This design comes from an exercise in tuning for a short achievable clock period and few clock cycles on the open sky130 flow, not from production work.
Only simulation tests tie the RTL to the original design; equivalence was not proved.
Power is estimated from default activity; no workload was simulated.

==> flow/design.v (outline; a module is shown in full before it is edited, if it fits) <==
// module mult_core: 11 lines
// module mult_gen_0: 3 lines
// module mult_unsigned: 3 lines
// module div_core: 47 lines
// module div_gen_0: 5 lines
// module div_unsigned: 5 lines
// module ALU_57: 30 lines
// module ALU_for_mux: 8 lines
// module ALU_forward: 13 lines
// module ALU_func_mux: 7 lines
// module Branch_forward: 49 lines
// module CMP: 17 lines
// module CMP_mux: 30 lines
// module CP0: 74 lines
// module Center_ctr: 1866 lines
// module DM_busy: 24 lines
// module EX_MEM_Register: 155 lines
// module EX_hi_mux: 7 lines
// module EX_lo_mux: 7 lines
// module EX_of_detect: 13 lines
// module EX_wb_mux: 7 lines
// module Extend: 7 lines
// module HI: 23 lines
// module HI_LO_mux: 7 lines
// module Hazard_detect: 101 lines
// module ID_EX_Register: 171 lines
// module ID_bj_mux: 15 lines
// module IF_ID_Register: 41 lines
// module IM_busy: 23 lines
// module LO: 23 lines
// module MEM_WB_Register: 41 lines
// module MEM_alu_jb_mux: 7 lines
// module MEM_cp0_for_mux: 3 lines
// module MEM_dm_addr: 23 lines
// module MEM_dm_detect: 14 lines
// module MEM_dm_dout: 109 lines
// module MEM_epc_mux: 7 lines
// module MEM_exp_detect: 148 lines
// module MEM_exp_flush_mux: 11 lines
// module MEM_hi_lo_forward: 8 lines
// module MEM_rt_for_mux: 7 lines
// module MEM_wb_mux: 11 lines
// module M_D: 38 lines
// module NPC: 13 lines
// module PC: 30 lines
// module PC_add: 6 lines
// module PC_exp_detect: 24 lines
// module PC_mux: 11 lines
// module Register: 18 lines
// module WB_rewrite: 20 lines
// module mycpu_top: 205 lines
module mycpu_top(
            input clk,
            input resetn,
            input [5:0] intr,
            output inst_sram_en,
            output [3:0] inst_sram_wen,
            output [31:0] inst_sram_addr,
            output [31:0] inst_sram_wdata,
            input [31:0] inst_sram_rdata,
            output data_sram_en,
            output [3:0] data_sram_wen,
            output [31:0] data_sram_addr,
            output [31:0] data_sram_wdata,
            input [31:0] data_sram_rdata,
            output [31:0] debug_wb_pc,
            output [3:0] debug_wb_rf_wen,
            output [4:0] debug_wb_rf_wnum,
            output [31:0] debug_wb_rf_wdata
    );
  // ...
==> flow/run.sh <==
#!/bin/bash
# synth_recipe.tcl (not shown) runs the flow's synth.tcl, then flattens the netlist and writes it again
# the make line also repeats each setting of config.mk as NAME=value (left out here)
make -C /OpenROAD-flow-scripts/flow DESIGN_CONFIG=/design/flow/config.mk WORK_HOME=/design/flow/orfs CLKGATE_MAP_FILE= SYNTH_SCRIPT=/design/flow/synth_recipe.tcl finish
==> flow/config.mk <==
export PLATFORM = sky130hd
export DESIGN_NAME = mycpu_top
export DESIGN_NICKNAME = mycpu_top
export VERILOG_FILES = /design/flow/design.v
export SDC_FILE = /design/flow/constraint.sdc
export NUM_CORES = 4
export LEC_CHECK = 0
export CAP_MARGIN = 40
export CORE_MARGIN = 2
export CORE_UTILIZATION = 40
export PLACE_DENSITY = 0.6
export SLEW_MARGIN = 20
==> flow/constraint.sdc <==
create_clock -name core_clock -period 16.0 [get_ports {clk}]
set_input_delay 3.2000 -clock core_clock [delete_from_list [all_inputs] [get_ports {clk}]]
set_output_delay 3.2000 -clock core_clock [all_outputs]
set_load 0.01 [all_outputs]
==> flow_summary.yaml, run 1 <==
power:
  powerComb_mw: 0.137
  sw_frac_of_total: 0.2212
  p_clk_mw: 6.21
  clockPowerShare: 0.501
  power.total_mw: 12.38
  largestPowerGroup: "clock"
  p_int_mw: 9.641
drt:
  wl_met2_um: 328800
  wl_met1_um: 299100
  via_per_inst: 6.255
synthesis:
  netlist_area_mm2: 0.1778
  synthDistinctLibCells: 109
  ys.flop_type: "edfxtp_1"
clock_tree:
  cts_hold_buf: 0
  cts-resized-gates: 0
  htreeDepth: 5
final_layout:
  inverters: 1792
  final_common_cell: "nand2_1"
  buf_share: 0.04054
  reg_top3: "mod8.register (1024), mod19.mult_signed.u.p (64), mod19.m_unsigned.u.p (62)"
  seq_area_mm2: 0.05681
floorplanning:
  pin_count: 283
global_routing:
  antenna_found_initial: 62
  grt_use_met2: 0.4953
status:
  outcome: "finished clean"
timing:
  hold_viol_final: 0
worst_setup_path:
  rr_startpoint: "mod36.wbadd[2]$_SDFFE_PP0N_"
  cp-end-kind: "register"
Testbench counts, summed over its fixed seeds: cycles 97,170.
==> module mycpu_top, before the edit <==
module mycpu_top(
            input clk,
            input resetn,
            input [5:0] intr,
            output inst_sram_en,
            output [3:0] inst_sram_wen,
            output [31:0] inst_sram_addr,
            output [31:0] inst_sram_wdata,
            input [31:0] inst_sram_rdata,
            output data_sram_en,
            output [3:0] data_sram_wen,
            output [31:0] data_sram_addr,
            output [31:0] data_sram_wdata,
            input [31:0] data_sram_rdata,
            output [31:0] debug_wb_pc,
            output [3:0] debug_wb_rf_wen,
            output [4:0] debug_wb_rf_wnum,
            output [31:0] debug_wb_rf_wdata
    );
            wire flag;
            wire [31:0] IF_pc4;
            wire [31:0] IF_pc;
            wire [31:0] IF_npc;
            wire [31:0] IF_realpc;
            wire IF_busy;
            wire IF_PC_stall;
            wire [8:0] IF_except;
            wire IF_ID_stall;
            wire IF_ID_flush;
            wire [31:0] ID_npc;
            wire ID_is_branch;
            wire ID_branch;
            wire ID_jump;
            wire ID_bds;
            wire [31:0] ID_pc;
            wire [31:0] ID_instruct;
            wire [8:0] ID_except;
            wire ID_regdes,ID_memread,ID_memwrite,ID_alusrc1,ID_alusrc2,ID_signextend,ID_regwrite;
            wire [2:0] ID_branch_ctr;
            wire ID_jr,ID_hiread,ID_hiwrite,ID_loread,ID_lowrite,ID_cp0read,ID_cp0write;
            wire ID_full,ID_half,ID_byte;
            wire ID_signload;
            wire [1:0] ID_T_rs,ID_T_rt,ID_T_new;
            wire [8:0] ID_real_except;
            wire [4:0] ID_aluctr;
            wire ID_jback;
            wire [31:0] ID_busA,ID_busB;
            wire [31:0] ID_imm;
            wire [31:0] ID_r31;
            wire [31:0] ID_cmp_din1,ID_cmp_din2;
            wire ID_branch_used;
            wire [1:0] ID_cmpctr1,ID_cmpctr2;
            wire [4:0] ID_realrd;
            wire [31:0] ID_real_busB;
            wire ID_EX_stall;
            wire ID_EX_flush;
            wire [31:0] EX_busA,EX_busB,EX_imm;
            wire [4:0] EX_wbadd;
            wire EX_regwrite;
            wire EX_alusrc1,EX_alusrc2;
            wire [4:0] EX_aluctr;
            wire EX_regdes,EX_memwrite,EX_memread,EX_bds;
            wire EX_hiread,EX_hiwrite;
            wire EX_loread,EX_lowrite;
            wire EX_cp0read,EX_cp0write;
            wire EX_full,EX_half,EX_byte,EX_signload;
            wire EX_jback;
            wire [1:0] EX_T_new,EX_real_T_new;
            wire [8:0] EX_except,EX_real_except;
            wire [31:0] EX_pc,EX_instruct;
            wire [4:0] EX_rs,EX_rt,EX_rd;
            wire [1:0] EX_mux3_src1,EX_mux3_src2;
            wire [31:0] EX_bridge1,EX_bridge2;
            wire [31:0] EX_alu_din1,EX_alu_din2;
            wire [31:0] EX_aluresult;
            wire EX_of;
            wire [31:0] EX_cal_hi,EX_cal_lo;
            wire EX_finish;
            wire [31:0] EX_hi,EX_lo;
            wire EX_MEM_stall,EX_MEM_flush;
            wire [31:0] MEM_realepc;
            wire MEM_is_exp;
            wire [31:0] MEM_alu_jb_data;
            wire [4:0] MEM_wbadd;
            wire MEM_regwrite; 
            wire MEM_memwrite,MEM_memread,MEM_bds;
            wire MEM_hiwrite,MEM_hiread,MEM_lowrite,MEM_loread,MEM_cp0write,MEM_cp0read;
            wire MEM_full,MEM_half,MEM_byte,MEM_signload;
            wire MEM_jback,MEM_alusrc2;
            wire [1:0] MEM_T_new,MEM_real_T_new;
            wire [8:0] MEM_except,MEM_real_except;
            wire [31:0] MEM_pc,MEM_hi,MEM_lo,MEM_aluresult,MEM_data;
            wire [4:0] MEM_rs,MEM_rt,MEM_rd;    
            wire [31:0] MEM_real_hi,MEM_real_lo;
            wire MEM_src;
            wire [31:0] MEM_hi_read,MEM_lo_read;
            wire MEM_real_memwrite,MEM_real_regwrite,MEM_real_hiwrite,MEM_real_lowrite,MEM_real_cp0write;
            wire [31:0] MEM_real_data;
            wire MEM_exp_write;
            wire [31:0] MEM_in_epc,MEM_in_badv,MEM_in_status,MEM_in_cause;
            wire [31:0] MEM_cp0_read;
            wire [31:0] MEM_out_epc,MEM_out_badv,MEM_out_status,MEM_out_cause;
            wire MEM_busy;
            wire [31:0] MEM_dm_read;
            wire [31:0] MEM_wbdata;
            wire [31:0] MEM_real_sw_data;
            wire [36:0] MEM_cp0_temp;
            wire MEM_WB_stall,MEM_WB_flush;
            wire [4:0] WB_wbadd;
            wire [31:0] WB_wbdata;
            wire [31:0] WB_pc;
            wire WB_regwrite; 
            PC_mux mod1(ID_npc,MEM_realepc,IF_pc4,MEM_is_exp,ID_is_branch,IF_npc);
            PC_add  mod2(IF_pc,IF_pc4);
            PC  mod3(clk,resetn,IF_npc,IF_busy,IF_PC_stall,MEM_is_exp,IF_pc);
            PC_exp_detect  mod4(IF_pc,IF_realpc,IF_except,inst_sram_en);      
            IM_busy   mod5(IF_pc,clk,resetn,IF_busy);
            assign inst_sram_wen = 4'b0;
            assign inst_sram_addr = IF_realpc;
            assign inst_sram_wdata = 32'b0;
            IF_ID_Register  mod6(clk,resetn,IF_ID_stall,IF_ID_flush,ID_branch,ID_jump,
                                                IF_pc4,inst_sram_rdata,IF_except,ID_bds,ID_pc,ID_instruct,ID_except);
            Center_ctr mod7 (ID_instruct,ID_except,ID_regdes,ID_jump,ID_branch,ID_memread,ID_memwrite,
                                        ID_alusrc1,ID_alusrc2,ID_signextend,ID_regwrite,ID_branch_ctr,ID_jr,ID_hiread,ID_hiwrite,
                                        ID_loread,ID_lowrite,ID_cp0read,ID_cp0write,ID_full,ID_half,ID_byte,ID_signload,ID_T_rs,ID_T_rt,
                                        ID_T_new,ID_real_except,ID_aluctr,ID_jback);
            Register  mod8 (clk,resetn,ID_instruct[25:21],ID_instruct[20:16],WB_wbadd,WB_wbdata,WB_regwrite,
                                      ID_busA,ID_busB,ID_r31);  
            Extend  mod9 (ID_instruct[15:0],ID_signextend,ID_imm);
            NPC  mod10  (ID_instruct,ID_pc,ID_cmp_din1,ID_jump,ID_branch,ID_jr,ID_npc);
            CMP  mod11  (ID_cmp_din1,ID_cmp_din2,ID_branch_ctr,ID_branch_used);
            assign ID_is_branch = (ID_jump == 1'b1 || (ID_branch==1'b1&&ID_branch_used == 1'b1) );
            CMP_mux  m1  (ID_busA,EX_busB,MEM_alu_jb_data,WB_wbdata,ID_cmpctr1,ID_cmp_din1);
            CMP_mux  m2  (ID_busB,EX_busB,MEM_alu_jb_data,WB_wbdata,ID_cmpctr2,ID_cmp_din2);
            Branch_forward  mod12 (EX_wbadd,EX_regwrite,MEM_wbadd,MEM_regwrite,WB_wbadd,WB_regwrite,
                                                    ID_instruct[25:21],ID_instruct[20:16],ID_cmpctr1,ID_cmpctr2);
            ID_bj_mux  mod13  (ID_pc,ID_busB,ID_instruct[15:11],ID_jump,ID_branch,ID_branch_ctr,ID_jr,ID_regwrite,ID_realrd,ID_real_busB);
            ID_EX_Register  mod14  (clk,resetn,ID_EX_stall,ID_EX_flush,ID_alusrc1,ID_alusrc2,ID_aluctr,ID_regdes,ID_memwrite,
                                                   ID_memread,ID_regwrite,ID_bds,ID_hiread,ID_hiwrite,ID_loread,ID_lowrite,ID_cp0read,ID_cp0write,
                                                   ID_full,ID_half,ID_byte,ID_signload,ID_jback,ID_T_new,ID_real_except,ID_pc,ID_instruct,ID_busA,ID_real_busB,
                                                   ID_imm,ID_instruct[25:21],ID_instruct[20:16],ID_realrd,EX_alusrc1,EX_alusrc2,EX_aluctr,EX_regdes,EX_memwrite,EX_memread,EX_regwrite,EX_bds,
                                                   EX_hiread,EX_hiwrite,EX_loread,EX_lowrite,EX_cp0read,EX_cp0write,EX_full,EX_half,EX_byte,EX_signload,EX_jback,EX_T_new,EX_except,
                                                   EX_pc,EX_instruct,EX_busA,EX_busB,EX_imm,EX_rs,EX_rt,EX_rd);
            assign EX_real_T_new = (EX_T_new > 2'b01)   ?   EX_T_new - 2'b01    :   2'b00   ;
            EX_wb_mux mod15 (EX_rt,EX_rd,EX_regdes,EX_wbadd);
            ALU_forward  mod16 (EX_rs,EX_rt,MEM_wbadd,WB_wbadd,MEM_regwrite,WB_regwrite,EX_jback,EX_mux3_src1,EX_mux3_src2);
            ALU_for_mux  mm1   (EX_busA,MEM_alu_jb_data,WB_wbdata,EX_mux3_src1,EX_bridge1);
            ALU_for_mux  mm2   (EX_busB,MEM_alu_jb_data,WB_wbdata,EX_mux3_src2,EX_bridge2);
            ALU_func_mux mm3  (EX_bridge1,EX_imm,EX_alusrc1,EX_alu_din1);
            ALU_func_mux mm4  (EX_bridge2,EX_imm,EX_alusrc2,EX_alu_din2);
            ALU_57   mod17  (EX_alu_din1,EX_alu_din2,EX_aluctr,EX_aluresult,EX_of);
            EX_of_detect  mod18 (EX_except,EX_instruct,EX_of,EX_real_except);
            M_D mod19  (clk,resetn,EX_aluctr,EX_alu_din1,EX_alu_din2,EX_pc,EX_cal_hi,EX_cal_lo,EX_finish);
            EX_hi_mux  mod20 (EX_alusrc2,EX_cal_hi,EX_bridge1,EX_hi);
            EX_lo_mux  mod21  (EX_alusrc2,EX_cal_lo,EX_bridge1,EX_lo);
            EX_MEM_Register  mod22 (clk,resetn,EX_MEM_stall,EX_MEM_flush,EX_memwrite,EX_memread,EX_regwrite,EX_bds,
                                                        EX_hiwrite,EX_hiread,EX_lowrite,EX_loread,EX_cp0write,EX_cp0read,EX_full,EX_half,EX_byte,EX_signload,
                                                        EX_jback,EX_alusrc2,EX_real_T_new,EX_real_except,EX_pc,EX_hi,EX_lo,EX_aluresult,EX_bridge2,
                                                        EX_wbadd,EX_rs,EX_rt,EX_rd,
                                                        MEM_memwrite,MEM_memread,MEM_regwrite,MEM_bds,MEM_hiwrite,MEM_hiread,MEM_lowrite,MEM_loread,
                                                        MEM_cp0write,MEM_cp0read,MEM_full,MEM_half,MEM_byte,MEM_signload,MEM_jback,MEM_alusrc2,MEM_T_new,
                                                        MEM_except,MEM_pc,MEM_hi,MEM_lo,MEM_aluresult,MEM_data,MEM_wbadd,MEM_rs,MEM_rt,MEM_rd);
            assign MEM_real_T_new = (MEM_T_new > 2'b01)   ?   MEM_T_new - 2'b01    :   2'b00   ;
            HI_LO_mux n1 (MEM_hi,WB_wbdata,MEM_src,MEM_real_hi);
            HI_LO_mux n2 (MEM_lo,WB_wbdata,MEM_src,MEM_real_lo);
            MEM_hi_lo_forward n3 (MEM_rs,WB_wbadd,WB_regwrite,MEM_alusrc2,MEM_src);
            HI  mod23 (clk,resetn,MEM_real_hiwrite,MEM_real_hi,MEM_hi_read);
            LO mod24 (clk,resetn,MEM_real_lowrite,MEM_real_lo,MEM_lo_read);
            MEM_alu_jb_mux mod25 (MEM_aluresult,MEM_data,MEM_jback,MEM_alu_jb_data);
            MEM_exp_flush_mux mod26 (MEM_memwrite,MEM_regwrite,MEM_hiwrite,MEM_lowrite,MEM_cp0write,MEM_is_exp,
                                                            MEM_real_memwrite,MEM_real_regwrite,MEM_real_hiwrite,MEM_real_lowrite,MEM_real_cp0write);
            MEM_rt_for_mux mod27 (MEM_data,WB_wbdata,MEM_rt,WB_wbadd,WB_regwrite,MEM_real_data);
            CP0  mod28 (clk,resetn,MEM_real_cp0write,MEM_exp_write,MEM_real_data,MEM_rd,
                                 MEM_in_epc,MEM_in_badv,MEM_in_status,MEM_in_cause,MEM_cp0_read,
                                 MEM_out_epc,MEM_out_badv,MEM_out_status,MEM_out_cause,MEM_cp0_temp);
            MEM_exp_detect mod29 (MEM_pc,MEM_aluresult,MEM_out_epc,MEM_out_badv,MEM_out_status,MEM_out_cause,MEM_cp0_temp,
                                                     MEM_real_except,MEM_bds,
                                                     MEM_is_exp,MEM_exp_write,
                                                     MEM_in_epc,MEM_in_badv,MEM_in_status,MEM_in_cause);
            MEM_dm_detect  mod30 (MEM_except,MEM_memread,MEM_memwrite,MEM_aluresult,
                                                      MEM_full,MEM_half,MEM_byte,MEM_real_except);
            DM_busy  mod31 (MEM_pc,clk,resetn,MEM_memread,MEM_real_memwrite,MEM_busy);
            MEM_dm_addr mod32 (MEM_real_memwrite,MEM_full,MEM_half,MEM_byte,MEM_aluresult[1:0],MEM_real_data,MEM_real_sw_data,data_sram_wen);
            assign data_sram_en = 1'b1;
            assign data_sram_addr = {3'b000,MEM_aluresult[28:2],2'b00};
            assign data_sram_wdata = MEM_real_sw_data;
            MEM_dm_dout mod33 (data_sram_rdata,MEM_aluresult[1:0], MEM_full,MEM_half,MEM_byte,MEM_signload,MEM_dm_read);
            MEM_epc_mux mod34 (MEM_out_epc,MEM_real_except,MEM_realepc);
            MEM_wb_mux mod35 (MEM_hi_read,MEM_lo_read,MEM_cp0_read,MEM_dm_read,MEM_data,MEM_aluresult,
                                                 MEM_hiread,MEM_loread,MEM_cp0read,MEM_memread,MEM_jback,MEM_wbdata);
            MEM_WB_Register mod36 (clk,resetn,MEM_WB_flush,MEM_WB_stall,MEM_real_regwrite,MEM_pc,MEM_wbdata,MEM_wbadd,
                                                         WB_regwrite,WB_pc,WB_wbdata,WB_wbadd);
            assign debug_wb_pc = WB_pc-4;
            assign debug_wb_rf_wnum = WB_wbadd;
            assign debug_wb_rf_wdata = WB_wbdata;
            WB_rewrite mn (clk,resetn,debug_wb_pc,WB_regwrite,debug_wb_rf_wen);
            Hazard_detect  mod37 (ID_T_rs,ID_T_rt,EX_real_T_new,MEM_real_T_new,
                                                  ID_instruct[25:21],ID_instruct[20:16],
                                                  EX_wbadd,EX_regwrite,
                                                  MEM_wbadd,MEM_real_regwrite,
                                                  IF_busy,MEM_busy,EX_finish,MEM_is_exp,
                                                  IF_PC_stall,IF_ID_stall,ID_EX_stall,EX_MEM_stall,MEM_WB_stall,
                                                  IF_ID_flush,ID_EX_flush,EX_MEM_flush,MEM_WB_flush);
            assign flag = (MEM_aluresult[15:0] == 16'hf02c)    ?   1'b1    :   1'b0;
endmodule
==> run 2, diff against run 1 <==
==> flow/design.v (replaced) <==
module mips_mul(
  input clk,
  input [31:0] a, input [31:0] b, input sgn,
  output [63:0] p);
  wire [63:0] a64 = {{32{sgn & a[31]}}, a};
  wire [63:0] pp0 = b[0] ? (a64 << 0) : 64'd0;
  wire [63:0] pp1 = b[1] ? (a64 << 1) : 64'd0;
  wire [63:0] pp2 = b[2] ? (a64 << 2) : 64'd0;
  wire [63:0] pp3 = b[3] ? (a64 << 3) : 64'd0;
  wire [63:0] pp4 = b[4] ? (a64 << 4) : 64'd0;
  wire [63:0] pp5 = b[5] ? (a64 << 5) : 64'd0;
  wire [63:0] pp6 = b[6] ? (a64 << 6) : 64'd0;
  wire [63:0] pp7 = b[7] ? (a64 << 7) : 64'd0;
  wire [63:0] pp8 = b[8] ? (a64 << 8) : 64'd0;
  wire [63:0] pp9 = b[9] ? (a64 << 9) : 64'd0;
  wire [63:0] pp10 = b[10] ? (a64 << 10) : 64'd0;
  wire [63:0] pp11 = b[11] ? (a64 << 11) : 64'd0;
  wire [63:0] pp12 = b[12] ? (a64 << 12) : 64'd0;
  wire [63:0] pp13 = b[13] ? (a64 << 13) : 64'd0;
  wire [63:0] pp14 = b[14] ? (a64 << 14) : 64'd0;
  wire [63:0] pp15 = b[15] ? (a64 << 15) : 64'd0;
  wire [63:0] pp16 = b[16] ? (a64 << 16) : 64'd0;
  wire [63:0] pp17 = b[17] ? (a64 << 17) : 64'd0;
  wire [63:0] pp18 = b[18] ? (a64 << 18) : 64'd0;
  wire [63:0] pp19 = b[19] ? (a64 << 19) : 64'd0;
  wire [63:0] pp20 = b[20] ? (a64 << 20) : 64'd0;
  wire [63:0] pp21 = b[21] ? (a64 << 21) : 64'd0;
  wire [63:0] pp22 = b[22] ? (a64 << 22) : 64'd0;
  wire [63:0] pp23 = b[23] ? (a64 << 23) : 64'd0;
  wire [63:0] pp24 = b[24] ? (a64 << 24) : 64'd0;
  wire [63:0] pp25 = b[25] ? (a64 << 25) : 64'd0;
  wire [63:0] pp26 = b[26] ? (a64 << 26) : 64'd0;
  wire [63:0] pp27 = b[27] ? (a64 << 27) : 64'd0;
  wire [63:0] pp28 = b[28] ? (a64 << 28) : 64'd0;
  wire [63:0] pp29 = b[29] ? (a64 << 29) : 64'd0;
  wire [63:0] pp30 = b[30] ? (a64 << 30) : 64'd0;
  wire [63:0] pp31 = b[31] ? (sgn ? ~(a64 << 31) : (a64 << 31)) : 64'd0;
  wire [63:0] pp32 = {63'd0, b[31] & sgn};
  wire [63:0] l0_s0 = pp0 ^ pp1 ^ pp2;
  wire [63:0] l0_c0 = {((pp0 & pp1) | (pp0 & pp2) | (pp1 & pp2)), 1'b0};
  wire [63:0] l0_s1 = pp3 ^ pp4 ^ pp5;
  wire [63:0] l0_c1 = {((pp3 & pp4) | (pp3 & pp5) | (pp4 & pp5)), 1'b0};
  wire [63:0] l0_s2 = pp6 ^ pp7 ^ pp8;
  wire [63:0] l0_c2 = {((pp6 & pp7) | (pp6 & pp8) | (pp7 & pp8)), 1'b0};
  wire [63:0] l0_s3 = pp9 ^ pp10 ^ pp11;
  wire [63:0] l0_c3 = {((pp9 & pp10) | (pp9 & pp11) | (pp10 & pp11)), 1'b0};
  wire [63:0] l0_s4 = pp12 ^ pp13 ^ pp14;
  wire [63:0] l0_c4 = {((pp12 & pp13) | (pp12 & pp14) | (pp13 & pp14)), 1'b0};
  wire [63:0] l0_s5 = pp15 ^ pp16 ^ pp17;
  wire [63:0] l0_c5 = {((pp15 & pp16) | (pp15 & pp17) | (pp16 & pp17)), 1'b0};
  wire [63:0] l0_s6 = pp18 ^ pp19 ^ pp20;
  wire [63:0] l0_c6 = {((pp18 & pp19) | (pp18 & pp20) | (pp19 & pp20)), 1'b0};
  wire [63:0] l0_s7 = pp21 ^ pp22 ^ pp23;
  wire [63:0] l0_c7 = {((pp21 & pp22) | (pp21 & pp23) | (pp22 & pp23)), 1'b0};
  wire [63:0] l0_s8 = pp24 ^ pp25 ^ pp26;
  wire [63:0] l0_c8 = {((pp24 & pp25) | (pp24 & pp26) | (pp25 & pp26)), 1'b0};
  wire [63:0] l0_s9 = pp27 ^ pp28 ^ pp29;
  wire [63:0] l0_c9 = {((pp27 & pp28) | (pp27 & pp29) | (pp28 & pp29)), 1'b0};
  wire [63:0] l0_s10 = pp30 ^ pp31 ^ pp32;
  wire [63:0] l0_c10 = {((pp30 & pp31) | (pp30 & pp32) | (pp31 & pp32)), 1'b0};
  wire [63:0] l1_s0 = l0_s0 ^ l0_c0 ^ l0_s1;
  wire [63:0] l1_c0 = {((l0_s0 & l0_c0) | (l0_s0 & l0_s1) | (l0_c0 & l0_s1)), 1'b0};
  wire [63:0] l1_s1 = l0_c1 ^ l0_s2 ^ l0_c2;
  wire [63:0] l1_c1 = {((l0_c1 & l0_s2) | (l0_c1 & l0_c2) | (l0_s2 & l0_c2)), 1'b0};
  wire [63:0] l1_s2 = l0_s3 ^ l0_c3 ^ l0_s4;
  wire [63:0] l1_c2 = {((l0_s3 & l0_c3) | (l0_s3 & l0_s4) | (l0_c3 & l0_s4)), 1'b0};
  wire [63:0] l1_s3 = l0_c4 ^ l0_s5 ^ l0_c5;
  wire [63:0] l1_c3 = {((l0_c4 & l0_s5) | (l0_c4 & l0_c5) | (l0_s5 & l0_c5)), 1'b0};
  wire [63:0] l1_s4 = l0_s6 ^ l0_c6 ^ l0_s7;
  wire [63:0] l1_c4 = {((l0_s6 & l0_c6) | (l0_s6 & l0_s7) | (l0_c6 & l0_s7)), 1'b0};
  wire [63:0] l1_s5 = l0_c7 ^ l0_s8 ^ l0_c8;
  wire [63:0] l1_c5 = {((l0_c7 & l0_s8) | (l0_c7 & l0_c8) | (l0_s8 & l0_c8)), 1'b0};
  wire [63:0] l1_s6 = l0_s9 ^ l0_c9 ^ l0_s10;
  wire [63:0] l1_c6 = {((l0_s9 & l0_c9) | (l0_s9 & l0_s10) | (l0_c9 & l0_s10)), 1'b0};
  wire [63:0] l2_s0 = l1_s0 ^ l1_c0 ^ l1_s1;
  wire [63:0] l2_c0 = {((l1_s0 & l1_c0) | (l1_s0 & l1_s1) | (l1_c0 & l1_s1)), 1'b0};
  wire [63:0] l2_s1 = l1_c1 ^ l1_s2 ^ l1_c2;
  wire [63:0] l2_c1 = {((l1_c1 & l1_s2) | (l1_c1 & l1_c2) | (l1_s2 & l1_c2)), 1'b0};
  wire [63:0] l2_s2 = l1_s3 ^ l1_c3 ^ l1_s4;
  wire [63:0] l2_c2 = {((l1_s3 & l1_c3) | (l1_s3 & l1_s4) | (l1_c3 & l1_s4)), 1'b0};
  wire [63:0] l2_s3 = l1_c4 ^ l1_s5 ^ l1_c5;
  wire [63:0] l2_c3 = {((l1_c4 & l1_s5) | (l1_c4 & l1_c5) | (l1_s5 & l1_c5)), 1'b0};
  wire [63:0] l2_s4 = l1_s6 ^ l1_c6 ^ l0_c10;
  wire [63:0] l2_c4 = {((l1_s6 & l1_c6) | (l1_s6 & l0_c10) | (l1_c6 & l0_c10)), 1'b0};
  wire [63:0] l3_s0 = l2_s0 ^ l2_c0 ^ l2_s1;
  wire [63:0] l3_c0 = {((l2_s0 & l2_c0) | (l2_s0 & l2_s1) | (l2_c0 & l2_s1)), 1'b0};
  wire [63:0] l3_s1 = l2_c1 ^ l2_s2 ^ l2_c2;
  wire [63:0] l3_c1 = {((l2_c1 & l2_s2) | (l2_c1 & l2_c2) | (l2_s2 & l2_c2)), 1'b0};
  wire [63:0] l3_s2 = l2_s3 ^ l2_c3 ^ l2_s4;
  wire [63:0] l3_c2 = {((l2_s3 & l2_c3) | (l2_s3 & l2_s4) | (l2_c3 & l2_s4)), 1'b0};
  reg [63:0] r1 [0:6];
  always @(posedge clk) begin
    r1[0] <= l3_s0;
    r1[1] <= l3_c0;
    r1[2] <= l3_s1;
    r1[3] <= l3_c1;
    r1[4] <= l3_s2;
    r1[5] <= l3_c2;
    r1[6] <= l2_c4;
  end
  wire [63:0] l4_s0 = r1[0] ^ r1[1] ^ r1[2];
  wire [63:0] l4_c0 = {((r1[0] & r1[1]) | (r1[0] & r1[2]) | (r1[1] & r1[2])), 1'b0};
  wire [63:0] l4_s1 = r1[3] ^ r1[4] ^ r1[5];
  wire [63:0] l4_c1 = {((r1[3] & r1[4]) | (r1[3] & r1[5]) | (r1[4] & r1[5])), 1'b0};
  wire [63:0] l5_s0 = l4_s0 ^ l4_c0 ^ l4_s1;
  wire [63:0] l5_c0 = {((l4_s0 & l4_c0) | (l4_s0 & l4_s1) | (l4_c0 & l4_s1)), 1'b0};
  wire [63:0] l6_s0 = l5_s0 ^ l5_c0 ^ l4_c1;
  wire [63:0] l6_c0 = {((l5_s0 & l5_c0) | (l5_s0 & l4_c1) | (l5_c0 & l4_c1)), 1'b0};
  wire [63:0] l7_s0 = l6_s0 ^ l6_c0 ^ r1[6];
  wire [63:0] l7_c0 = {((l6_s0 & l6_c0) | (l6_s0 & r1[6]) | (l6_c0 & r1[6])), 1'b0};
  reg [63:0] r2s, r2c;
  always @(posedge clk) begin r2s <= l7_s0; r2c <= l7_c0; end
  assign p = r2s + r2c;
endmodule
module mycpu_top(
    input         clk,
    input         resetn,
    input  [5:0]  intr,
    output        inst_sram_en,
    output [3:0]  inst_sram_wen,
    output [31:0] inst_sram_addr,
    output [31:0] inst_sram_wdata,
    input  [31:0] inst_sram_rdata,
    output        data_sram_en,
    output [3:0]  data_sram_wen,
    output [31:0] data_sram_addr,
    output [31:0] data_sram_wdata,
    input  [31:0] data_sram_rdata,
    output [31:0] debug_wb_pc,
    output [3:0]  debug_wb_rf_wen,
    output [4:0]  debug_wb_rf_wnum,
    output [31:0] debug_wb_rf_wdata
);
    localparam [31:0] RESET_PC = 32'hbfc00000;
    localparam [31:0] EXC_PC   = 32'hbfc00380;
    localparam A_ADD = 0, A_SUB = 1, A_SLT = 2, A_SLTU = 3, A_AND = 4, A_OR = 5,
               A_XOR = 6, A_NOR = 7, A_SLL = 8, A_SRL = 9, A_SRA = 10, A_PB = 11,
               A_HI = 12, A_LO = 13, A_C0 = 14, A_PA = 15;
    reg [31:0] pc_f;
    reg        f2_v;
    reg [31:0] f2_pc;
    reg [1:0]  q_n;
    reg [31:0] q0_ir, q1_ir, q0_pc, q1_pc;
    reg        d_v;
    reg [31:0] d_ir, d_pc;
    reg        prev_br;
    reg        e_v, e_bd, e_we, e_load, e_store, e_ovf, e_exc, e_eret;
    reg [4:0]  e_code;
    reg [31:0] e_pc, e_a, e_b, e_sd;
    reg [1:0]  e_sa_sel, e_sb_sel, e_ss_sel;    
    reg [15:0] e_op;
    reg        e_shv;
    reg [4:0]  e_sa, e_rd, e_c0r;
    reg [1:0]  e_size;                          
    reg        e_lsign;
    reg        e_mthi, e_mtlo, e_md, e_mtc0;
    reg [1:0]  e_mdop;                          
    reg        m_v, m_we, m_load, m_exc, m_eret, m_bd, m_mtc0, m_ade;
    reg [4:0]  m_code, m_rd, m_c0r;
    reg [31:0] m_pc, m_res;
    reg [1:0]  m_size, m_a10;
    reg        m_lsign;
    reg [3:0]  dm_wen;
    reg [31:0] dm_addr, dm_wdata;
    reg        w_we, w_load, w_lsign;
    reg [4:0]  w_rd;
    reg [31:0] w_pc, w_res;
    reg [1:0]  w_size, w_a10;
    reg        r_we;
    reg [4:0]  r_rd;
    reg [31:0] r_pc, r_val;
    reg [31:0] rf [0:31];
    reg [31:0] hi, lo;
    reg [31:0] c0_badv, c0_count, c0_status, c0_cause, c0_epc;
    wire exc_m   = m_v & (m_exc | m_eret);
    wire [31:0] exc_target = m_eret ? c0_epc : EXC_PC;
    wire        i2_v  = (q_n != 2'd0) | f2_v;
    wire [31:0] i2_ir = (q_n != 2'd0) ? q0_ir : inst_sram_rdata;
    wire [31:0] i2_pc = (q_n != 2'd0) ? q0_pc : f2_pc;
    wire [5:0] op = d_ir[31:26];
    wire [4:0] rs = d_ir[25:21];
    wire [4:0] rt = d_ir[20:16];
    wire [4:0] rd = d_ir[15:11];
    wire [4:0] sa = d_ir[10:6];
    wire [5:0] fn = d_ir[5:0];
    wire [15:0] imm = d_ir[15:0];
    wire op_r    = (op == 6'h00);
    wire i_add   = op_r & (fn == 6'h20);
    wire i_addu  = op_r & (fn == 6'h21);
    wire i_sub   = op_r & (fn == 6'h22);
    wire i_subu  = op_r & (fn == 6'h23);
    wire i_slt   = op_r & (fn == 6'h2a);
    wire i_sltu  = op_r & (fn == 6'h2b);
    wire i_and   = op_r & (fn == 6'h24);
    wire i_or    = op_r & (fn == 6'h25);
    wire i_xor   = op_r & (fn == 6'h26);
    wire i_nor   = op_r & (fn == 6'h27);
    wire i_sll   = op_r & (fn == 6'h00);
    wire i_srl   = op_r & (fn == 6'h02);
    wire i_sra   = op_r & (fn == 6'h03);
    wire i_sllv  = op_r & (fn == 6'h04);
    wire i_srlv  = op_r & (fn == 6'h06);
    wire i_srav  = op_r & (fn == 6'h07);
    wire i_jr    = op_r & (fn == 6'h08);
    wire i_jalr  = op_r & (fn == 6'h09);
    wire i_mfhi  = op_r & (fn == 6'h10);
    wire i_mthi  = op_r & (fn == 6'h11);
    wire i_mflo  = op_r & (fn == 6'h12);
    wire i_mtlo  = op_r & (fn == 6'h13);
    wire i_mult  = op_r & (fn == 6'h18);
    wire i_multu = op_r & (fn == 6'h19);
    wire i_div   = op_r & (fn == 6'h1a);
    wire i_divu  = op_r & (fn == 6'h1b);
    wire i_sys   = op_r & (fn == 6'h0c);
    wire i_brk   = op_r & (fn == 6'h0d);
    wire op_ri   = (op == 6'h01);
    wire i_bltz  = op_ri & (rt == 5'h00);
    wire i_bgez  = op_ri & (rt == 5'h01);
    wire i_bltzal= op_ri & (rt == 5'h10);
    wire i_bgezal= op_ri & (rt == 5'h11);
    wire i_j     = (op == 6'h02);
    wire i_jal   = (op == 6'h03);
    wire i_beq   = (op == 6'h04);
    wire i_bne   = (op == 6'h05);
    wire i_blez  = (op == 6'h06);
    wire i_bgtz  = (op == 6'h07);
    wire i_addi  = (op == 6'h08);
    wire i_addiu = (op == 6'h09);
    wire i_slti  = (op == 6'h0a);
    wire i_sltiu = (op == 6'h0b);
    wire i_andi  = (op == 6'h0c);
    wire i_ori   = (op == 6'h0d);
    wire i_xori  = (op == 6'h0e);
    wire i_lui   = (op == 6'h0f);
    wire op_c0   = (op == 6'h10);
    wire i_eret  = op_c0 & (rs == 5'h10);
    wire i_mfc0  = op_c0 & (rs == 5'h00);
    wire i_mtc0  = op_c0 & (rs == 5'h04);
    wire i_lb    = (op == 6'h20);
    wire i_lh    = (op == 6'h21);
    wire i_lw    = (op == 6'h23);
    wire i_lbu   = (op == 6'h24);
    wire i_lhu   = (op == 6'h25);
    wire i_sb    = (op == 6'h28);
    wire i_sh    = (op == 6'h29);
    wire i_sw    = (op == 6'h2b);
    wire r_alu3  = i_add | i_addu | i_sub | i_subu | i_slt | i_sltu | i_and | i_or | i_xor | i_nor;
    wire r_shv   = i_sllv | i_srlv | i_srav;
    wire r_shi   = i_sll | i_srl | i_sra;
    wire r_md    = i_mult | i_multu | i_div | i_divu;
    wire r_valid = r_alu3 | r_shv | r_shi | i_jr | i_jalr | i_mfhi | i_mthi | i_mflo | i_mtlo |
                   r_md | i_sys | i_brk;
    wire i_alui  = i_addi | i_addiu | i_slti | i_sltiu | i_andi | i_ori | i_xori;
    wire i_load  = i_lb | i_lh | i_lw | i_lbu | i_lhu;
    wire i_store = i_sb | i_sh | i_sw;
    wire i_bcmp  = i_beq | i_bne;
    wire i_bz    = i_bltz | i_bgez | i_bltzal | i_bgezal | i_blez | i_bgtz;
    wire i_branch= i_bcmp | i_bz;
    wire i_jump  = i_j | i_jal | i_jr | i_jalr;
    wire i_link  = i_jal | i_jalr | i_bltzal | i_bgezal;
    wire i_rsvd  = op_r ? ~r_valid :
                   op_ri ? ~(i_bltz | i_bgez | i_bltzal | i_bgezal) :
                   op_c0 ? ~(i_eret | i_mfc0 | i_mtc0) :
                   ~(i_j | i_jal | i_beq | i_bne | i_blez | i_bgtz | i_alui | i_lui | i_load | i_store);
    wire [4:0] d_dst = (i_jal | i_bltzal | i_bgezal) ? 5'd31 :
                       (op_r) ? rd : rt;
    wire d_wr = (op_r & (r_alu3 | r_shv | r_shi | i_jalr | i_mfhi | i_mflo)) |
                i_alui | i_lui | i_load | i_mfc0 | i_link;
    wire d_we = d_wr & (d_dst != 5'd0);
    wire [4:0] srcA   = i_mtc0 ? rt : rs;
    wire useA_E = r_alu3 | r_shv | i_mthi | i_mtlo | r_md | i_alui | i_load | i_store | i_mtc0;
    wire useB_E = r_alu3 | r_shv | r_shi | r_md;
    wire useS_E = i_store;
    wire useS_D = i_branch | i_jr | i_jalr;       
    wire useT_D = i_bcmp;                         
    wire hEs = e_v & e_we & (e_rd == rs);
    wire hMs = m_v & m_we & (m_rd == rs);
    wire hWs = w_we & (w_rd == rs);
    wire hRs = r_we & (r_rd == rs);
    wire hEt = e_v & e_we & (e_rd == rt);
    wire hMt = m_v & m_we & (m_rd == rt);
    wire hWt = w_we & (w_rd == rt);
    wire hRt = r_we & (r_rd == rt);
    wire [31:0] rf_s = (rs == 5'd0) ? 32'd0 : rf[rs];
    wire [31:0] rf_t = (rt == 5'd0) ? 32'd0 : rf[rt];
    wire [31:0] v_s = hMs ? m_res : hWs ? w_res : hRs ? r_val : rf_s;
    wire [31:0] v_t = hMt ? m_res : hWt ? w_res : hRt ? r_val : rf_t;
    wire [1:0] sel_s = hEs ? 2'd1 : (~hMs & hWs & w_load) ? 2'd2 : 2'd0;
    wire [1:0] sel_t = hEt ? 2'd1 : (~hMt & hWt & w_load) ? 2'd2 : 2'd0;
    wire lu_s = (hEs & e_load) | (~hEs & hMs & m_load);
    wire lu_t = (hEt & e_load) | (~hEt & hMt & m_load);
    wire dn_s = hEs | (hMs & m_load) | (~hMs & hWs & w_load);
    wire dn_t = hEt | (hMt & m_load) | (~hMt & hWt & w_load);
    wire useAs = useA_E & ~i_mtc0;
    wire useAt = i_mtc0;
    wire stall_data = (useAs & lu_s) | ((useAt | useB_E | useS_E) & lu_t) |
                      (useS_D & dn_s) | (useT_D & dn_t);
    wire md_busy;        
    wire d_mdcls = i_mfhi | i_mflo | i_mthi | i_mtlo | r_md;
    wire stall_md = d_mdcls & (md_busy | (e_v & e_md));
    wire stall_c0 = i_mfc0 & e_v & e_mtc0;
    wire stall_ds = (i_branch | i_jump) & ~i2_v;
    wire stall = stall_data | stall_md | stall_c0 | stall_ds;
    wire d_go  = d_v & ~stall;
    wire eq   = (v_s == v_t);
    wire sz   = (v_s == 32'd0);
    wire neg  = v_s[31];
    wire taken_b = (i_beq & eq) | (i_bne & ~eq) | ((i_bgez | i_bgezal) & ~neg) |
                   ((i_bltz | i_bltzal) & neg) | (i_bgtz & ~neg & ~sz) | (i_blez & (neg | sz));
    wire [31:0] pc4 = d_pc + 32'd4;
    wire [31:0] br_tgt = pc4 + {{14{imm[15]}}, imm, 2'b00};
    wire [31:0] j_tgt  = {pc4[31:28], d_ir[25:0], 2'b00};
    wire d_taken = i_branch ? taken_b : i_jump;
    wire [31:0] d_target = i_branch ? br_tgt : (i_jr | i_jalr) ? v_s : j_tgt;
    wire redirect_d = d_go & d_taken;
    wire [31:0] sext = {{16{imm[15]}}, imm};
    wire [31:0] zext = {16'd0, imm};
    wire [31:0] d_a = i_mtc0 ? v_t : v_s;
    wire [31:0] d_b = i_link ? (d_pc + 32'd8) :
                      i_lui ? {imm, 16'd0} :
                      (i_andi | i_ori | i_xori) ? zext :
                      (i_alui | i_load | i_store) ? sext : v_t;
    wire [1:0] d_sa_sel = useAs ? sel_s : useAt ? sel_t : 2'd0;
    wire [1:0] d_sb_sel = useB_E ? sel_t : 2'd0;
    wire [1:0] d_ss_sel = useS_E ? sel_t : 2'd0;
    wire [15:0] d_op;
    assign d_op[A_ADD]  = i_add | i_addu | i_addi | i_addiu | i_load | i_store;
    assign d_op[A_SUB]  = i_sub | i_subu;
    assign d_op[A_SLT]  = i_slt | i_slti;
    assign d_op[A_SLTU] = i_sltu | i_sltiu;
    assign d_op[A_AND]  = i_and | i_andi;
    assign d_op[A_OR]   = i_or | i_ori;
    assign d_op[A_XOR]  = i_xor | i_xori;
    assign d_op[A_NOR]  = i_nor;
    assign d_op[A_SLL]  = i_sll | i_sllv;
    assign d_op[A_SRL]  = i_srl | i_srlv;
    assign d_op[A_SRA]  = i_sra | i_srav;
    assign d_op[A_PB]   = i_link | i_lui;
    assign d_op[A_HI]   = i_mfhi;
    assign d_op[A_LO]   = i_mflo;
    assign d_op[A_C0]   = i_mfc0;
    assign d_op[A_PA]   = i_mtc0;
    wire d_exc = i_rsvd | i_sys | i_brk;
    wire [4:0] d_code = i_rsvd ? 5'h0a : i_sys ? 5'h08 : 5'h09;
    wire [31:0] a_f = (e_sa_sel == 2'd1) ? m_res : (e_sa_sel == 2'd2) ? r_val : e_a;
    wire [31:0] b_f = (e_sb_sel == 2'd1) ? m_res : (e_sb_sel == 2'd2) ? r_val : e_b;
    wire [31:0] s_f = (e_ss_sel == 2'd1) ? m_res : (e_ss_sel == 2'd2) ? r_val : e_sd;
    wire [32:0] sum  = {1'b0, a_f} + {1'b0, b_f};
    wire [32:0] dif  = {1'b0, a_f} - {1'b0, b_f};
    wire ovf_add = (a_f[31] == b_f[31]) & (sum[31] != a_f[31]);
    wire ovf_sub = (a_f[31] != b_f[31]) & (dif[31] != a_f[31]);
    wire lt_s = (a_f[31] != b_f[31]) ? a_f[31] : dif[31];
    wire lt_u = dif[32];
    wire [4:0] shamt = e_shv ? a_f[4:0] : e_sa;
    wire [31:0] sh_l = b_f << shamt;
    wire [31:0] sh_r = b_f >> shamt;
    wire [31:0] sh_a = sh_r | ({32{b_f[31]}} & ~(32'hffffffff >> shamt));
    reg [31:0] c0_rd;
    always @(*) begin
        case (e_c0r)
            5'd8:    c0_rd = c0_badv;
            5'd9:    c0_rd = c0_count;
            5'd12:   c0_rd = c0_status;
            5'd13:   c0_rd = c0_cause;
            5'd14:   c0_rd = c0_epc;
            default: c0_rd = 32'd0;
        endcase
    end
    wire [31:0] e_res = ({32{e_op[A_ADD]}}  & sum[31:0]) |
                        ({32{e_op[A_SUB]}}  & dif[31:0]) |
                        ({32{e_op[A_SLT]}}  & {31'd0, lt_s}) |
                        ({32{e_op[A_SLTU]}} & {31'd0, lt_u}) |
                        ({32{e_op[A_AND]}}  & (a_f & b_f)) |
                        ({32{e_op[A_OR]}}   & (a_f | b_f)) |
                        ({32{e_op[A_XOR]}}  & (a_f ^ b_f)) |
                        ({32{e_op[A_NOR]}}  & ~(a_f | b_f)) |
                        ({32{e_op[A_SLL]}}  & sh_l) |
                        ({32{e_op[A_SRL]}}  & sh_r) |
                        ({32{e_op[A_SRA]}}  & sh_a) |
                        ({32{e_op[A_PB]}}   & b_f) |
                        ({32{e_op[A_HI]}}   & hi) |
                        ({32{e_op[A_LO]}}   & lo) |
                        ({32{e_op[A_C0]}}   & c0_rd) |
                        ({32{e_op[A_PA]}}   & a_f);
    wire [1:0] ea = sum[1:0];
    wire misal = (e_size == 2'd2) ? (ea != 2'b00) : (e_size == 2'd1) ? ea[0] : 1'b0;
    wire e_ade = (e_load | e_store) & misal;
    wire e_ov  = e_ovf & (e_op[A_SUB] ? ovf_sub : ovf_add);
    wire e_excall = e_exc | e_ade | e_ov;
    wire [4:0] e_codeall = e_exc ? e_code : e_ov ? 5'h0c : e_load ? 5'h04 : 5'h05;
    wire [3:0] be = (e_size == 2'd2) ? 4'b1111 :
                    (e_size == 2'd1) ? (ea[1] ? 4'b1100 : 4'b0011) :
                    (4'b0001 << ea);
    wire [31:0] st_data = (e_size == 2'd2) ? s_f :
                          (e_size == 2'd1) ? {2{s_f[15:0]}} : {4{s_f[7:0]}};
    wire e_live = e_v & ~exc_m;
    localparam MD_IDLE = 3'd0, MD_M1 = 3'd1, MD_M2 = 3'd2, MD_M3 = 3'd3,
               MD_DABS = 3'd4, MD_DNORM = 3'd5, MD_DIT = 3'd6, MD_DFIX = 3'd7;
    reg [2:0]  md_st;
    reg [31:0] md_a, md_b;
    reg        md_sgn;
    reg        md_nq, md_nr, md_bz;
    reg [31:0] dv_r, dv_d, dv_q;
    reg [5:0]  dv_n;
    wire [63:0] mul_p;
    mips_mul u_mul(.clk(clk), .a(md_a), .b(md_b), .sgn(md_sgn), .p(mul_p));
    assign md_busy = (md_st != MD_IDLE) & (md_st != MD_M3) & (md_st != MD_DFIX);
    function [5:0] clz32(input [31:0] x);
        integer k;
        reg done;
        begin
            clz32 = 6'd32;
            done = 1'b0;
            for (k = 31; k >= 0; k = k - 1)
                if (!done && x[k]) begin
                    clz32 = 31 - k;
                    done = 1'b1;
                end
        end
    endfunction
    wire [5:0] clz_a = clz32(md_a);
    wire [5:0] clz_b = clz32(md_b);
    wire [5:0] dshift = clz_b - clz_a;
    wire [32:0] t1 = {1'b0, dv_r} - {1'b0, dv_d};
    wire        g1 = ~t1[32];
    wire [31:0] r1 = g1 ? t1[31:0] : dv_r;
    wire [31:0] d1 = {1'b0, dv_d[31:1]};
    wire [32:0] t2 = {1'b0, r1} - {1'b0, d1};
    wire        g2 = ~t2[32];
    wire [31:0] r2 = g2 ? t2[31:0] : r1;
    wire        two = (dv_n >= 6'd2);
    always @(posedge clk) begin
        if (!resetn) begin
            md_st <= MD_IDLE;
            hi <= 32'd0;
            lo <= 32'd0;
        end else begin
            if (e_live & e_mthi) hi <= a_f;
            if (e_live & e_mtlo) lo <= a_f;
            case (md_st)
                MD_IDLE: if (e_live & e_md) begin
                    md_a   <= a_f;
                    md_b   <= b_f;
                    md_sgn <= ~e_mdop[0];
                    md_st  <= e_mdop[1] ? MD_DABS : MD_M1;
                end
                MD_M1: md_st <= MD_M2;
                MD_M2: md_st <= MD_M3;
                MD_M3: begin
                    hi <= mul_p[63:32];
                    lo <= mul_p[31:0];
                    md_st <= MD_IDLE;
                end
                MD_DABS: begin
                    md_nq <= md_sgn & (md_a[31] ^ md_b[31]);
                    md_nr <= md_sgn & md_a[31];
                    md_bz <= (md_b == 32'd0);
                    md_a  <= (md_sgn & md_a[31]) ? (~md_a + 32'd1) : md_a;
                    md_b  <= (md_sgn & md_b[31]) ? (~md_b + 32'd1) : md_b;
                    md_st <= MD_DNORM;
                end
                MD_DNORM: begin
                    dv_r <= md_a;
                    dv_q <= 32'd0;
                    if (md_bz) begin
                        dv_q  <= 32'hffffffff;
                        md_st <= MD_DFIX;
                    end else if (clz_b < clz_a) begin
                        md_st <= MD_DFIX;
                    end else begin
                        dv_d  <= md_b << dshift[4:0];
                        dv_n  <= dshift + 6'd1;
                        md_st <= MD_DIT;
                    end
                end
                MD_DIT: begin
                    if (two) begin
                        dv_r <= r2;
                        dv_q <= {dv_q[29:0], g1, g2};
                        dv_d <= {1'b0, d1[31:1]};
                        dv_n <= dv_n - 6'd2;
                        if (dv_n == 6'd2) md_st <= MD_DFIX;
                    end else begin
                        dv_r <= r1;
                        dv_q <= {dv_q[30:0], g1};
                        dv_d <= d1;
                        dv_n <= dv_n - 6'd1;
                        md_st <= MD_DFIX;
                    end
                end
                MD_DFIX: begin
                    lo <= md_nq ? (~dv_q + 32'd1) : dv_q;
                    hi <= md_nr ? (~dv_r + 32'd1) : dv_r;
                    md_st <= MD_IDLE;
                end
            endcase
        end
    end
    wire d_accept = ~d_v | d_go;
    wire q_pop  = d_accept & (q_n != 2'd0);
    wire f2_direct = d_accept & (q_n == 2'd0) & f2_v;
    wire q_push = f2_v & ~f2_direct;
    wire [1:0] q_after = q_n - {1'b0, q_pop} + {1'b0, q_push};
    wire issue_ok = (q_after != 2'd2);
    always @(posedge clk) begin
        if (!resetn) begin
            pc_f <= RESET_PC;
            f2_v <= 1'b0;
            f2_pc <= RESET_PC;
            q_n  <= 2'd0;
            d_v  <= 1'b0;
            prev_br <= 1'b0;
        end else if (exc_m) begin
            pc_f <= exc_target;
            f2_v <= 1'b0;
            q_n  <= 2'd0;
            d_v  <= 1'b0;
            prev_br <= 1'b0;
        end else begin
            if (d_go) prev_br <= i_branch | i_jump;
            if (redirect_d) begin
                pc_f <= d_target;
                f2_v <= 1'b0;
                q_n  <= 2'd0;
                d_v  <= 1'b1;
                d_ir <= i2_ir;
                d_pc <= i2_pc;
            end else begin
                f2_v  <= issue_ok;
                f2_pc <= pc_f;
                if (issue_ok) pc_f <= pc_f + 32'd4;
                if (d_accept) begin
                    d_v  <= i2_v;
                    d_ir <= i2_ir;
                    d_pc <= i2_pc;
                end
                if (q_pop) begin
                    q0_ir <= q1_ir;
                    q0_pc <= q1_pc;
                end
                if (q_push) begin
                    if (q_n - {1'b0, q_pop} == 2'd0) begin
                        q0_ir <= inst_sram_rdata;
                        q0_pc <= f2_pc;
                    end else begin
                        q1_ir <= inst_sram_rdata;
                        q1_pc <= f2_pc;
                    end
                end
                q_n <= q_after;
            end
        end
    end
    always @(posedge clk) begin
        if (!resetn) begin
            e_v <= 1'b0;
        end else begin
            e_v <= d_go & ~exc_m;
        end
        e_pc   <= d_pc;
        e_bd   <= prev_br;
        e_we   <= d_we;
        e_rd   <= d_dst;
        e_load <= i_load;
        e_store<= i_store;
        e_ovf  <= i_add | i_sub | i_addi;
        e_exc  <= d_exc;
        e_code <= d_code;
        e_eret <= i_eret;
        e_a    <= d_a;
        e_b    <= d_b;
        e_sd   <= v_t;
        e_sa_sel <= d_sa_sel;
        e_sb_sel <= d_sb_sel;
        e_ss_sel <= d_ss_sel;
        e_op   <= d_op;
        e_shv  <= r_shv;
        e_sa   <= sa;
        e_c0r  <= rd;
        e_size <= (i_lw | i_sw) ? 2'd2 : (i_lh | i_lhu | i_sh) ? 2'd1 : 2'd0;
        e_lsign<= i_lb | i_lh;
        e_mthi <= i_mthi;
        e_mtlo <= i_mtlo;
        e_md   <= r_md;
        e_mtc0 <= i_mtc0;
        e_mdop <= {i_div | i_divu, i_multu | i_divu};
    end
    always @(posedge clk) begin
        if (!resetn) begin
            m_v    <= 1'b0;
            dm_wen <= 4'd0;
        end else begin
            m_v    <= e_live;
            dm_wen <= (e_live & e_store & ~e_ade) ? be : 4'd0;
        end
        m_we   <= e_we & ~e_excall;
        m_load <= e_load;
        m_exc  <= e_excall;
        m_eret <= e_eret;
        m_code <= e_codeall;
        m_ade  <= e_ade;
        m_bd   <= e_bd;
        m_pc   <= e_pc;
        m_rd   <= e_rd;
        m_c0r  <= e_c0r;
        m_mtc0 <= e_mtc0;
        m_res  <= e_res;
        m_size <= e_size;
        m_a10  <= ea;
        m_lsign<= e_lsign;
        dm_addr  <= {3'b000, sum[28:2], 2'b00};
        dm_wdata <= st_data;
    end
    always @(posedge clk) begin
        if (!resetn) begin
            c0_badv   <= 32'd0;
            c0_count  <= 32'd0;
            c0_status <= 32'h00400000;
            c0_cause  <= 32'd0;
            c0_epc    <= 32'd0;
        end else if (m_v & m_mtc0) begin
            case (m_c0r)
                5'd8:  c0_badv   <= m_res;
                5'd9:  c0_count  <= m_res;
                5'd12: c0_status <= m_res;
                5'd13: c0_cause  <= m_res;
                5'd14: c0_epc    <= m_res;
                default: ;
            endcase
        end else if (m_v & m_exc) begin
            c0_epc    <= m_bd ? (m_pc - 32'd4) : m_pc;
            c0_cause  <= {m_bd, c0_cause[30:7], m_code, c0_cause[1:0]};
            c0_status <= {c0_status[31:2], 1'b1, c0_status[0]};
            if (m_ade) c0_badv <= m_res;
        end else if (m_v & m_eret) begin
            c0_status <= {c0_status[31:2], 1'b0, c0_status[0]};
        end
    end
    reg [31:0] ld_val;
    always @(*) begin
        case (w_size)
            2'd2: ld_val = data_sram_rdata;
            2'd1: begin
                if (w_a10[1]) ld_val = {{16{w_lsign & data_sram_rdata[31]}}, data_sram_rdata[31:16]};
                else          ld_val = {{16{w_lsign & data_sram_rdata[15]}}, data_sram_rdata[15:0]};
            end
            default: begin
                case (w_a10)
                    2'd0: ld_val = {{24{w_lsign & data_sram_rdata[7]}},  data_sram_rdata[7:0]};
                    2'd1: ld_val = {{24{w_lsign & data_sram_rdata[15]}}, data_sram_rdata[15:8]};
                    2'd2: ld_val = {{24{w_lsign & data_sram_rdata[23]}}, data_sram_rdata[23:16]};
                    default: ld_val = {{24{w_lsign & data_sram_rdata[31]}}, data_sram_rdata[31:24]};
                endcase
            end
        endcase
    end
    always @(posedge clk) begin
        if (!resetn) begin
            w_we <= 1'b0;
            r_we <= 1'b0;
        end else begin
            w_we <= m_v & m_we & ~(m_exc | m_eret);
            r_we <= w_we;
        end
        w_rd    <= m_rd;
        w_pc    <= m_pc;
        w_res   <= m_res;
        w_load  <= m_load;
        w_size  <= m_size;
        w_a10   <= m_a10;
        w_lsign <= m_lsign;
        r_rd    <= w_rd;
        r_pc    <= w_pc;
        r_val   <= w_load ? ld_val : w_res;
        if (r_we) rf[r_rd] <= r_val;
    end
    assign inst_sram_en    = 1'b1;
    assign inst_sram_wen   = 4'b0000;
    assign inst_sram_addr  = {3'b000, pc_f[28:0]};
    assign inst_sram_wdata = 32'd0;
    assign data_sram_en    = 1'b1;
    assign data_sram_wen   = dm_wen;
    assign data_sram_addr  = dm_addr;
    assign data_sram_wdata = dm_wdata;
    assign debug_wb_pc       = r_pc;
    assign debug_wb_rf_wen   = {4{r_we}};
    assign debug_wb_rf_wnum  = r_rd;
    assign debug_wb_rf_wdata = r_val;
endmodule
==> flow_summary.yaml, run 2 <==
synthesis:
  netlist_area_mm2: 0.1645
  syn_area_per_cell_um2: 10.71
  synth.most_common_cell: "inv_1"
  ys_seq_area_frac: 0.4012
  synthDistinctLibCells: 103
  synth_area_leaders: "edfxtp_1 25%, dfxtp_1 15%, fa_1 13%"
  synth_top_area_cell: "edfxtp_1"
  netlist.area_leader.share: 0.2530
  synth_edf_count: 1386
  ys_warn_count: 3
  ys_top_cells_by_count: "1598 x inv_1, 1386 x edfxtp_1, 1290 x nand2_1"
  async_reset_ff_frac: 0
  syn_inst: 15360
  ys_ff_latch: 2604
  ys.flop_type: "edfxtp_1"
timing:
  skew_ns: 0.08433
  setup_viol: 0
  tightest_slew_ns: 1.278
  whs_ns: 0.3088
  setup_tns_ns: 0
  fmax_mhz: 109.4
  rsz0062_at_grt: "no"
  finalCritPeriodShare: 0.5715
  min_period_ns: 9.143
  relSlewSlack: 0.1483
  drv_slew: 0
  hold_viol_final: 0
placement:
  place_congestion: 1.018
  dpl.hpwl_um: 427500
  numPortBuffers: 230
worst_setup_path:
  worst_setup_path_start_kind: "register"
  slowest_stage: "a41oi_1"
  critical_path.max_stage_delay_ns: 0.56
  cpMostUsedCell: "a21oi_1"
  path_class: "register to register"
  crit_fanout: 55
  cp-end-kind: "register"
  rr_startpoint: "dv_r[0]$_DFFE_PP_"
  crit_required_ns: 16.68
  cp_data_arrival_time_ns: 9.82
  crit_start: "dv_r[0]$_DFFE_PP_"
clock_tree:
  cts-resized-gates: 0
  cts_tree: "built"
  cts_hold_buf: 0
  post_cts_buffers: 0
  cts.sinks: 2604
  clk_path_buf_depth: 4
  root_buffer: "clkbuf_16"
  htreeDepth: 5
  numCtsBuffers: 305
  clk_pin_slew_ns: 0.06
  clk_latency_ns: 1.00
global_routing:
  grt_max_degree: 144
  antenna_found_initial: 53
  grt.overflow.total: 0
  grtUsageTotal: 0.2856
  grt_pass1_vias: 120600
  grt_first_pass_wirelength_um: 867600
final_layout:
  largest_register: "rf"
  fillerInstances: 38140
  final_common_cell: "inv_1"
  area_growth_pct: 12.12
  drive_gt1_frac: 0.1213
  largest_reg_flops: 1024
  reg_top3: "rf (1024), u_mul.r1 (303), u_mul.r2s (64)"
  final_nets: 16950
  mostFrequentLayoutCells: "1597 x inv_1, 1386 x edfxtp_1, 1285 x nand2_1"
power:
  power_density_mw_per_mm2: 195.6
  leakage_nw: 72.39
  power.total_mw: 36.08
  ir_worst_vdd_mv: 0.1312
hold_path:
  hold_path.class: "register to register"
  min-delay-start: "e_pc[20]$_DFF_P_"
floorplanning:
  die_y_um: 645.3
  row_count: 235
  pin_count: 283
  die_area_mm2: 0.4164
  die_w_um: 645.3
  initial_core_util: 0.4016
  core_mm2: 0.4096
drt:
  detail-route-antenna-nets: 0
  drc: 0
  drt_iter0_markers: 16530
  vias: 124600
  avgRoutedWirePerCell_um: 28.76
  via_per_inst: 5.908
  dr.pass1.iters: 10
  wl_um: 606500
flow_run:
  drv_cap: 0
status:
  outcome: "finished clean"
==> run 2: cell count changes after synthesis, sizes merged, moves of 172 or more <==
cell / delta
nand2: -551
ha: -187
mux2i: -215
nor2: -833
buf: -175
a21oi: -280
inv: -172
fa: -372
and2: +741
o21ai: -207
edfxtp: +233
==> run 2: final cells by class <==
| cell class | instances | area, um2 | share of cell area |
|---|---|---|---|
| flip-flops and latches | 2604 | 66060 | 0.3582 |
| inverters | 1611 | 6055 | 0.03283 |
| diodes | 20 | 50.05 | 0.0002714 |
| well taps | 5451 | 6820 | 0.03698 |
| clock inverters | 147 | 1609 | 0.008724 |
| multi-input cells | 10060 | 88330 | 0.4789 |
| clock buffers | 413 | 8477 | 0.04596 |
| repair buffers | 783 | 7042 | 0.03818 |
==> run 2: power by group <==
| group | internal, mW | switching, mW | leakage [nW] | total, mW |
|---|---|---|---|---|
| clock | 4.12 | 3.02 | 4.89 | 7.14 |
| combinational | 7.10 | 12.0 | 44.7 | 19.1 |
| sequential | 8.80 | 1.01 | 22.8 | 9.81 |
==> run 2: through the flow <==
step / utilization / cells / setup slack [ns] / area (um2)
after global placement: 0.4225 / 20410 / 7.262 / 173100
after global routing: 0.4502 / 21070 / 6.372 / 184400
after CTS: 0.4496 / 21050 / 7.165 / 184100
after detailed placement: 0.4250 / 20490 / 7.189 / 174100
after floorplan: - / 15400 / 5.865 / 164700
final: 0.4503 / 21090 / 6.857 / 184400
==> run 2: routing by layer <==
| layer | vias up | global-route usage | wire length, um | part of all wire |
|---|---|---|---|---|
| met4 | 34 | 0.1318 | 33230 | 0.055 |
| met5 | - | 0 | 264 | 0.00044 |
| li1 | 53300 | - | - | - |
| met3 | 1354 | 0.07105 | 66890 | 0.11 |
| met1 | 63100 | 0.4011 | 251500 | 0.41 |
| met2 | 6801 | 0.4138 | 254500 | 0.42 |
==> run 2: worst paths after layout <==
| path | endpoint | slack (ns) | depth (start not counted) |
|---|---|---|---|
| hold / removal | m_pc[20]$_DFF_P_ | 0.31 | 0 |
| setup / recovery | dv_r[9]$_DFFE_PP_ | 6.86 | 32 |
| setup reg to reg | dv_r[9]$_DFFE_PP_ | 6.86 | 32 |
| hold reg to reg | m_pc[20]$_DFF_P_ | 0.31 | 0 |
==> run 2: kinds of logic (layout without fill, tap and decap cells) <==
group | Yosys count | count (layout) | share of synthesized area
buf+inv | 2738 | 2954 | 0.06668
flops | 2604 | 2604 | 0.4012
other cells | 2 | 68 | 0.00004565
simple gates | 3932 | 3932 | 0.1148
xor+xnor | 490 | 490 | 0.02609
mux | 1220 | 1220 | 0.1145
fa+ha+maj | 1512 | 1512 | 0.1654
compound gates | 2858 | 2858 | 0.1112
==> run 2: worst max-delay path: cells and delay by family (launching register included) <==
family | cells | cell delay, ns
compound gates | 22 | 5.97
buf+inv | 4 | 0.75
fa+ha+maj | 4 | 1.22
flops | 1 | 0.43
simple gates | 2 | 0.38
Testbench counts of run 2, summed over its fixed seeds: cycles 48,457.

## port drivers added, routing unchanged
The results above use ideal ports. As a check the final layouts listed here were re-extracted and re-timed, cells and wires unchanged.
Step 1 (the two cells are an assumption about what drives the block):
set clk [get_ports {clk}]
set_driving_cell -lib_cell sky130_fd_sc_hd__clkbuf_16 $clk
set_driving_cell -lib_cell sky130_fd_sc_hd__buf_2 [delete_from_list [all_inputs] $clk]
Step 2 times the ports against the registers' clock, not the clock port: input delays grow and output delays shrink by t, the midpoint of the rising clock arrivals with the driver on.
Three values: no drivers, after step 1, after step 2; two values: the first two.
| run | t (ns) | slack for setup (ns) | worst setup path after step 2 | clock arrival spread, ns | worst slew at a driven data input, ns |
|---|---|---|---|---|---|
| run 1 | 1.044 | 2.479 / 2.479 / 2.479 | register to register | 0.093 / 0.093 | 0.05 |
| run 2 | 1.083 | 6.857 / 6.857 / 6.857 | register to register | 0.094 / 0.094 | 0.16 |
After both steps setup and hold are still met in every run listed.
